What follows belongs to an exercise in optimizing a design on an open flow for small area; a production flow would make more cautious choices. In this exercise RTL edits were held to simulation tests only and were not proved equivalent to the original. Power is estimated from default activity; no workload was simulated.

===== config.mk =====
export PLATFORM = sky130hd
export DESIGN_NAME = secmer
export DESIGN_NICKNAME = secmer
export VERILOG_FILES = /design/flow/design.v
export SDC_FILE = /design/flow/constraint.sdc
export NUM_CORES = 4
export LEC_CHECK = 0
export CAP_MARGIN = 20
export CORE_MARGIN = 2
export CORE_UTILIZATION = 40
export SLEW_MARGIN = 20

===== constraint.sdc =====
create_clock -name core_clock -period 10.0 [get_ports {clk}]
set_input_delay 2.0000 -clock core_clock [delete_from_list [all_inputs] [get_ports {clk}]]
set_output_delay 2.0000 -clock core_clock [all_outputs]
set_load 0.01 [all_outputs]

===== design.v =====
module hex2seven_seg(
    input [3:0] hex,
    output reg [6:0] seven_segment
);
always @* begin
    case (hex)
        4'd0: seven_segment = 7'b1000000;
        4'd1: seven_segment = 7'b1111001;
        4'd2: seven_segment = 7'b0100100;
        4'd3: seven_segment = 7'b0110000;
        4'd4: seven_segment = 7'b0011001;
        4'd5: seven_segment = 7'b0010010;
        4'd6: seven_segment = 7'b0000010;
        4'd7: seven_segment = 7'b1111000;
        4'd8: seven_segment = 7'b0000000;
        4'd9: seven_segment = 7'b0010000;
        default: seven_segment = 7'bxxxxxxx;
    endcase
end
endmodule
module hex2decimal(
    input [7:0] hex,
    output [11:0] decimal
);
assign decimal = 12'd0;
endmodule
module secmer(
    input clk,
    input reset,
    input w_button2, w_button3, w_button4,
    output [6:0] ss1, ss2, ss3, ss4, ss5, ss6, ss7
);
wire rst = ~reset;
reg b2a, b2b, b3a, b3b, b4a, b4b;
always @(posedge clk) begin
    b2a <= reset & ~w_button2;
    b2b <= reset & b2a;
    b3a <= reset & ~w_button3;
    b3b <= reset & b3a;
    b4a <= reset & ~w_button4;
    b4b <= reset & b4a;
end
wire ev2 = b2a & ~b2b;
wire ev3 = b3a & ~b3b;
wire ev4 = b4a & ~b4b;
reg [5:0] cc;
wire cc_wrap = cc[5] & cc[4] & cc[1];           
wire tick = (cc == 6'd1);
always @(posedge clk)
    cc <= (rst | cc_wrap) ? 6'd0 : cc + 6'd1;
reg active;
reg [2:0] show;      
reg [2:0] pshow;     
wire show0 = (show == 3'd0);
wire clr = ~active & ev3;
always @(posedge clk) begin
    active <= rst ? 1'b0 : active ^ (ev2 & show0);
    show <= rst ? 3'd0 : (~active & ev4) ? (show[2] ? 3'd0 : show + 3'd1) : show;
    pshow <= show;
end
reg [15:0] d_time;   
reg fz;              
reg fi;              
reg fw;              
reg lag;             
reg rflag;           
wire [3:0] d0 = d_time[3:0], d1 = d_time[7:4], d2 = d_time[11:8], d3 = d_time[15:12];
wire c0 = (d0 == 4'd9);
wire c1 = c0 & (d1 == 4'd9);
wire c2 = c1 & (d2 == 4'd9);
wire c3 = c2 & (d3 == 4'd9);
wire inc_hi = (fi & c1) | fw;
wire [3:0] m0 = (fz | fw) ? 4'd0 : (fi ? (c0 ? 4'd0 : d0 + 4'd1) : d0);
wire [3:0] m1 = (fz | fw) ? 4'd0 : ((fi & c0) ? (c1 ? 4'd0 : d1 + 4'd1) : d1);
wire [3:0] m2 = fz ? 4'd0 : (inc_hi ? ((d2 == 4'd9) ? 4'd0 : d2 + 4'd1) : d2);
wire [3:0] m3 = fz ? 4'd0 : ((inc_hi & (d2 == 4'd9)) ? ((d3 == 4'd9) ? 4'd0 : d3 + 4'd1) : d3);
wire [15:0] mtime = {m3, m2, m1, m0};
wire cnt99 = (m1 == 4'd9) & (lag ? (m0 == 4'd8) : (m0 == 4'd9));
wire wrap = active & tick & cnt99;
always @(posedge clk) begin
    d_time <= mtime;
    rflag <= rst;
    fz <= rst | clr;
    fw <= wrap & lag;
    fi <= active & (lag ^ wrap);
    lag <= (rst | clr) ? 1'b0 : active ? (tick & ~cnt99) : lag;
end
reg [2:0] nlaps;     
reg [15:0] lap1, lap2, lap3, lap4;
wire wr = ev3 & active;
reg fwr;             
always @(posedge clk) begin
    fwr <= wr & ~nlaps[2];
    nlaps <= fz ? 3'd0 : (wr & ~nlaps[2]) ? nlaps + 3'd1 : nlaps;
    if (wr & (nlaps == 3'd0)) lap1 <= mtime;
    if (wr & (nlaps == 3'd1)) lap2 <= mtime;
    if (wr & (nlaps == 3'd2)) lap3 <= mtime;
    if (wr & (nlaps == 3'd3)) lap4 <= mtime;
end
reg [7:0] lap_sec;
always @(posedge clk)
    lap_sec <= (rst | clr) ? 8'd0 : ev3 ? mtime[15:8] : lap_sec;
wire newest = fwr & (pshow == nlaps);
wire s0 = ~rflag & (pshow == 3'd0);
wire s1 = ~rflag & ~newest & (pshow == 3'd1) & (nlaps != 3'd0);
wire s2 = ~rflag & ~newest & (pshow == 3'd2) & (nlaps[2] | nlaps[1]);
wire s3 = ~rflag & ~newest & (pshow == 3'd3) & (nlaps[2] | (nlaps[1] & nlaps[0]));
wire s4 = ~rflag & ~newest & pshow[2] & nlaps[2];
wire [15:0] disp = ({16{s0}} & d_time) | ({16{s1}} & lap1) | ({16{s2}} & lap2) |
                   ({16{s3}} & lap3) | ({16{s4}} & lap4);
hex2seven_seg inst1(.hex(disp[3:0]),     .seven_segment(ss1));
hex2seven_seg inst2(.hex(disp[7:4]),     .seven_segment(ss2));
hex2seven_seg inst3(.hex(disp[11:8]),    .seven_segment(ss3));
hex2seven_seg inst4(.hex(disp[15:12]),   .seven_segment(ss4));
hex2seven_seg inst5(.hex(lap_sec[3:0]),  .seven_segment(ss5));
hex2seven_seg inst6(.hex(lap_sec[7:4]),  .seven_segment(ss6));
hex2seven_seg inst7(.hex({1'b0, show}),  .seven_segment(ss7));
endmodule

===== run.sh =====
#!/bin/bash
# synth_recipe.tcl (not shown) runs the flow's synth.tcl, then flattens the netlist and writes it again
# the make line also repeats each setting of config.mk as NAME=value (left out here)
make -C /OpenROAD-flow-scripts/flow DESIGN_CONFIG=/design/flow/config.mk WORK_HOME=/design/flow/orfs CLKGATE_MAP_FILE= SYNTH_SCRIPT=/design/flow/synth_recipe.tcl finish

==> reports/metrics.csv <==
metric,value,unit
postCtsSetupRepairBufs,0,
drt_iter0_drc,291,
cts_resized,0,
post-place-ws,4640,ps
synth_area_leaders,"edfxtp_1 29%, dfxtp_1 22%, ha_1 11%, mux2i_1 3.6%, nor2_1 3.4%",
fin_skew,6.03,ps
clockBufferDepth,2,
critical-path-slowest-cell,clkdlybuf4s50_1,
ys_async_sr_fraction,0,%
grt_overflow,0,
synth_seq_cells,137,
vias_per_cell,5.18,
holdWs,387,ps
drive_gt1_share,9.01,%
critPathTopFamily,simple AND/OR/NAND/NOR gates,
fin_nets,725,
clk_latency,420,ps
avgSynthCellArea,11.0,sq um
finalSetupTns,0,ps
status,no timing/DRC/antenna violations,
end_kind,output pin,
final_util,48.5,%
ant_nets,0,
post-dp-hpwl,9.77,mm
tightest_slew,983,ps
ys_types,68,
cts-root-buf,clkbuf_16,
ctsHoldBuffers,0,
crit_path_frequent_cell,ha_1,
total_power,1230,uW
synth_most_common_cell,dfxtp_1,
crit_chain,inv_1 > ha_1 > a211oi_2 > buf_4 > and2_1 > a222oi_1 > and3_1 > ha_1 > or2_2 > a21oi_1 > clkdlybuf4s50_1,
rsz0062_at_grt,no,
layout_min_cycle_time,5780,ps
hold_viol,0,
maxSlewViolCount,0,
fmax,0.173,GHz
powerDensity,155,nW/um^2
finalWorstSetupSlack,4220,ps
met2_usage,27.8,%
final-seq-area,3380,sq um
die-area,17600,sq um
synth.top_cells.by_count,"73 x dfxtp_1, 64 x edfxtp_1, 60 x nor2_1",
cts_tree,yes,
nFillCells,1473,
path_class,flop to output pin,
io_pins,54,
routed_wl,14.2,mm
power.leakage,0.00294,uW
ys_warn_count,2,
num_rows,47,
gp_congestion,0.812,
drv_cap,0,
cts_sinks,137,
ys_seq_area_share,51.0,%
syn_nets,664,
setup_viol,0,
syn_inst,603,
synth_ff_type,dfxtp_1,
synth_edf_count,64,
fin_crit_sh,57.8,%
antenna_found_initial,0,
grt_pass1_wl,23.3,mm
drc,0,
relSlewSlack,34.5,%
crit_buf_inv,3,
vias,4650,
required,8000,ps
cp-start-kind,flop,
start_util,40.4,%
max_stage_delay,550,ps
num_antenna_cells,0,
grt_pass1_vias,4594,
use_met3,3.56,%
port_buffers,53,
core,16400,sq um
htree_levels,4,
yosysTopAreaCell,edfxtp_1,
drt-wirelength-per-cell,15.8,microns
grt_use_total,16.9,%
grt_max_degree,36,
ir_drop,97.4,uV
fp.dieH,133,microns
critPathArrivalTime,3780,ps
crit_fanout,9,
die_x,133,microns
clk_pin_slew,60,ps
synth_top_area_share,29.0,%
cts_made_buffers,17,
synth_area,6630,sq um
area_growth,20.1,%
grt_use_met1,21.7,%
busiest_layer,met2,
min_path_type,flop to flop,
multi_input_area,3000,sq um
drt_pass1_iterations,5,
-- worst paths after layout --
check | to | depth (start not counted) | slack (ps) | start
hold / removal | pshow[0]$_DFF_P_ | 0 | 390 | show[0]$_SDFFE_PN0P_
setup / recovery | ss1[5] | 11 | 4220 | nlaps[0]$_SDFFE_PP0P_
hold reg to reg | pshow[0]$_DFF_P_ | 0 | 390 | show[0]$_SDFFE_PN0P_
setup reg to reg | ss6[5]$_SDFF_PP0_ | 8 | 7050 | d_time[4]$_DFF_P_
-- per-stage QoR --
step | area [sq um] | instances
finish | 7960 | 897
global placement | 7410 | 865
detailed placement | 7410 | 865
floorplan | 6630 | 603
global route | 7960 | 897
CTS | 7960 | 897
-- placed cells by master, fill, tap and decap left out, types with 4 or more instances in the layout --
cell type,Yosys,routed
dfxtp_1,73,73
edfxtp_1,64,64
nor2_1,60,60
ha_1,56,56
clkdlybuf4s50_1,0,53
inv_1,44,44
nand3_1,38,38
nand2_1,30,30
mux2i_1,24,24
a21oi_1,18,18
clkbuf_16,0,17
and3_1,14,14
nor3_1,13,13
nand2b_1,13,13
and2_1,13,13
o21ai_0,8,8
a22oi_1,8,8
nor2b_1,7,7
nand4_1,6,6
clkinv_2,0,6
buf_4,0,6
nand3b_1,5,5
xnor2_1,5,5
a211oi_1,5,5
a31oi_1,4,4
or2_2,4,4
a222oi_1,4,4
a22o_1,4,4
a2111oi_4,4,4
or2_0,4,4
-- registers in the layout (all words and copies together) (netlist names), 3 cells and up --
register / cells
d_time: 16
lap1: 16
lap2: 16
lap3: 16
lap4: 16
lap_sec: 8
ss5: 7
ss6: 7
ss7: 7
cc: 6
nlaps: 3
pshow: 3
show: 3
-- layout make-up --
| type | instances | share of cell area [%] |
|---|---|---|
| inverter | 45 | 2.12 |
| sequential | 137 | 42.5 |
| tap | 220 | 3.46 |
| clock inverter | 11 | 1.32 |
| clock buffer | 21 | 5.66 |
| timing repair buffer | 59 | 7.23 |
| multi-input combinational | 404 | 37.7 |
-- layer usage --
layer / up-vias / share of wire (%)
met5: - / 0
met4: 0 / 2.0
met3: 27 / 4.5
met2: 111 / 47
met1: 2241 / 46
li1: 2271 / -
-- kinds of logic (layout without fill, tap and decap cells) --
logic type                 Yosys count  in the layout  share of synthesized area (%)
muxes                               25             25                           3.79
xor gates and xnor gates            10             10                           1.55
DFF                                137            137                           51.0
and+or+nand+nor                    228            228                           17.9
adders and majority gates           56             56                           10.6
AOI/OAI and AO/OA                   85             85                           11.4
buffers and inverters               62            136                           3.77
-- report_power, final --
group / switching [uW] / total [uW] / internal [uW] / leakage [uW]
logic: 23.3 / 40.7 / 17.4 / 0.00160
registers: 7.75 / 599 / 591 / 0.00106
clock network: 226 / 594 / 368 / 0.000275
-- worst register-to-register path, delay by kind of cell (launching register included) --
family,cells,cell delay (ps)
AO/OA/AOI/OAI,4,1470
AND/OR/NAND/NOR,2,490
flip-flops,1,470
adder cells (fa/ha/maj),2,460

==> static timing again, ports no longer ideal <==
Ports are ideal in the flow. The routed layout listed here was re-timed in OpenROAD. Step 1 (the two cells are an assumption about what drives the block):
set clk [get_ports {clk}]
set_driving_cell -lib_cell sky130_fd_sc_hd__clkbuf_16 $clk
set_driving_cell -lib_cell sky130_fd_sc_hd__buf_2 [delete_from_list [all_inputs] $clk]
Step 2 times the ports against the registers' clock, not the clock port: input delays grow and output delays shrink by t, the midpoint of the rising clock arrivals with the driver on. a / b / c = ideal ports / drivers / drivers and shift; a / b = the first two.
t (ns): 0.456
slack for setup (ns): 4.216 / 4.175 / 4.631
worst setup path after step 2: register to output
worst register clock-pin slew, ns: 0.06 / 0.06
After both steps setup and hold are still met in this run. For this run, drivers alone change the setup slack by -0.041 ns; drivers and shift together by +0.415 ns.
